Background: an optimization exercise with open tools, aiming at small area, a short achievable clock period and few clock cycles per item. Do not read the settings as production practice.
In this exercise RTL edits were held to simulation tests only and were not proved equivalent to the original.
Power is estimated from default activity; no workload was simulated.

==> module lzc32, before the edit <==
module lzc32 (
    input wire signed [31:0] data_in,
    output wire [4:0] leading_bits
);
    wire [31:0] d = {data_in[30:0] ^ data_in[31:1], 1'b1};
    wire [7:0] nz;
    wire [15:0] c;
    genvar k;
    generate
        for (k = 0; k < 8; k = k + 1) begin : grp
            lzc_grp4 u_grp (.g(d[4*k+3:4*k]), .nz(nz[k]), .c(c[2*k+1:2*k]));
        end
    endgenerate
    wire [7:0] above;   
    assign above[7] = 1'b1;
    assign above[6] = ~nz[7];
    assign above[5] = ~(nz[7] | nz[6]);
    assign above[4] = ~(nz[7] | nz[6] | nz[5]);
    assign above[3] = ~(nz[7] | nz[6] | nz[5] | nz[4]);
    assign above[2] = above[3] & ~nz[3];
    assign above[1] = above[3] & ~(nz[3] | nz[2]);
    assign above[0] = above[3] & ~(nz[3] | nz[2] | nz[1]);
    wire [7:0] first = nz & above;
    assign leading_bits[4] = above[3];
    assign leading_bits[3] = first[5] | first[4] | first[1] | first[0];
    assign leading_bits[2] = first[6] | first[4] | first[2] | first[0];
    assign leading_bits[1] = |(first & {c[15], c[13], c[11], c[9], c[7], c[5], c[3], c[1]});
    assign leading_bits[0] = |(first & {c[14], c[12], c[10], c[8], c[6], c[4], c[2], c[0]});
endmodule
==> module lzc_grp4, before the edit <==
module lzc_grp4 (
    input wire [3:0] g,
    output wire nz,
    output wire [1:0] c
);
    assign nz = |g;
    assign c[1] = ~(g[3] | g[2]);
    assign c[0] = ~g[3] & (g[2] | ~g[1]);
endmodule
Settings: LEC_CHECK=0, ABC_AREA=1, CAP_MARGIN=20, CORE_MARGIN=2, CORE_UTILIZATION=40, CTS_BUF_LIST=sky130_fd_sc_hd__clkbuf_4 sky130_fd_sc_hd__clkbuf_8, PLACE_DENSITY=0.7, SETUP_SLACK_MARGIN=4.3, SLEW_MARGIN=20, SYNTH_HIERARCHICAL=1, SYNTH_MINIMUM_KEEP_SIZE=0; clock period 10.0 ns.
standard.sh (not shown) runs the stock make flow with config.mk's settings and CLKGATE_MAP_FILE= SYNTH_SCRIPT=/design/flow/synth_recipe.tcl, a recipe that flattens the netlist after the stock synthesis.
==> flow/flow/run.sh <==
#!/bin/bash
set -euo pipefail
export BUFFER_PORTS_ARGS="-buffer_cell sky130_fd_sc_hd__buf_2"
bash standard.sh > standard.log 2>&1
The baseline completed without violations.
Testbench counts at the start, summed over its fixed seeds: cycles 2,408, items 2,400.
Edit:
--- a/flow/design.v
+++ b/flow/design.v
@@ -6,39 +6,27 @@
     wire [31:0] d = {data_in[30:0] ^ data_in[31:1], 1'b1};
     wire [7:0] nz;
     wire [15:0] c;
     genvar k;
     generate
         for (k = 0; k < 8; k = k + 1) begin : grp
-            lzc_grp4 u_grp (.g(d[4*k+3:4*k]), .nz(nz[k]), .c(c[2*k+1:2*k]));
+            wire [3:0] g = d[4*k+3:4*k];
+            assign nz[k] = |g;
+            assign c[2*k+1] = ~(g[3] | g[2]);
+            assign c[2*k] = ~g[3] & (g[2] | ~g[1]);
         end
     endgenerate
-    wire [7:0] above;   
-    assign above[7] = 1'b1;
-    assign above[6] = ~nz[7];
-    assign above[5] = ~(nz[7] | nz[6]);
-    assign above[4] = ~(nz[7] | nz[6] | nz[5]);
-    assign above[3] = ~(nz[7] | nz[6] | nz[5] | nz[4]);
-    assign above[2] = above[3] & ~nz[3];
-    assign above[1] = above[3] & ~(nz[3] | nz[2]);
-    assign above[0] = above[3] & ~(nz[3] | nz[2] | nz[1]);
-    wire [7:0] first = nz & above;
-    assign leading_bits[4] = above[3];
-    assign leading_bits[3] = first[5] | first[4] | first[1] | first[0];
-    assign leading_bits[2] = first[6] | first[4] | first[2] | first[0];
-    assign leading_bits[1] = |(first & {c[15], c[13], c[11], c[9], c[7], c[5], c[3], c[1]});
-    assign leading_bits[0] = |(first & {c[14], c[12], c[10], c[8], c[6], c[4], c[2], c[0]});
-endmodule
-module lzc_grp4 (
-    input wire [3:0] g,
-    output wire nz,
-    output wire [1:0] c
-);
-    assign nz = |g;
-    assign c[1] = ~(g[3] | g[2]);
-    assign c[0] = ~g[3] & (g[2] | ~g[1]);
+    wire z7 = ~nz[7], z6 = ~nz[6], z5 = ~nz[5], z4 = ~nz[4];
+    wire z3 = ~nz[3], z2 = ~nz[2], z1 = ~nz[1];
+    wire hi4 = z7 & z6 & z5 & z4;
+    wire i2 = hi4;
+    wire i1 = hi4 ? (z3 & z2) : (z7 & z6);
+    wire i0 = hi4 ? (z3 & (nz[2] | z1)) : (z7 & (nz[6] | z5));
+    wire [2:0] gi = 3'd7 - {i2, i1, i0};
+    wire [1:0] lc = {c[2*gi+1], c[2*gi]};
+    assign leading_bits = {i2, i1, i0, lc};
 endmodule
 module fa_cell (
     input wire a,
     input wire b,
     input wire ci,
     output wire s,
Routed wire length is higher by 3.3%; die area is higher by 1.1%; flip-flop and latch count does not change; via count is higher by 3.3%; power is lower by 0.84%; cell count is higher by 3.5%; clock-buffer cell count is higher by 5; sequential power stays flat; critical path depth is lower by 2; synthesized cell count is higher by 4.1%; maximum frequency is lower by 0.60%; combinational power stays flat; cell area is higher by 2.3%.
Testbench counts after the change, summed over its fixed seeds: cycles 2,408, items 2,400.

-- afterwards: timing with drivers on the ports --
The results above use ideal ports. As a check the final layouts listed here were re-extracted and re-timed, cells and wires unchanged. Step 1: set_driving_cell puts a clkbuf_16 on clk and a buf_2 on each other input, an assumption about the parent block. Step 2 moves the port delays by t, midway between the first and last clock arrival at a register: inputs arrive t later, outputs are due t later. That takes back most of the time a late clock gives input paths. Slacks: ideal ports / drivers / drivers and shift; pairs: ideal ports / drivers.
run | shift t [ns] | setup WS [ns] | latest minus earliest clock arrival (ns) | worst register clock-pin slew, ns | worst data-port slew with drivers (ns)
the first run | 0.649 | 4.354 / 4.236 / 3.659 | 0.023 / 0.023 | 0.10 / 0.10 | 0.22
the second run | 0.613 | 4.320 / 4.273 / 3.708 | 0.015 / 0.015 | 0.08 / 0.08 | 0.10
After both steps every run listed still meets setup and hold. For the first run, which loses most, drivers alone change the setup slack by -0.118 ns; drivers and shift together by -0.695 ns.
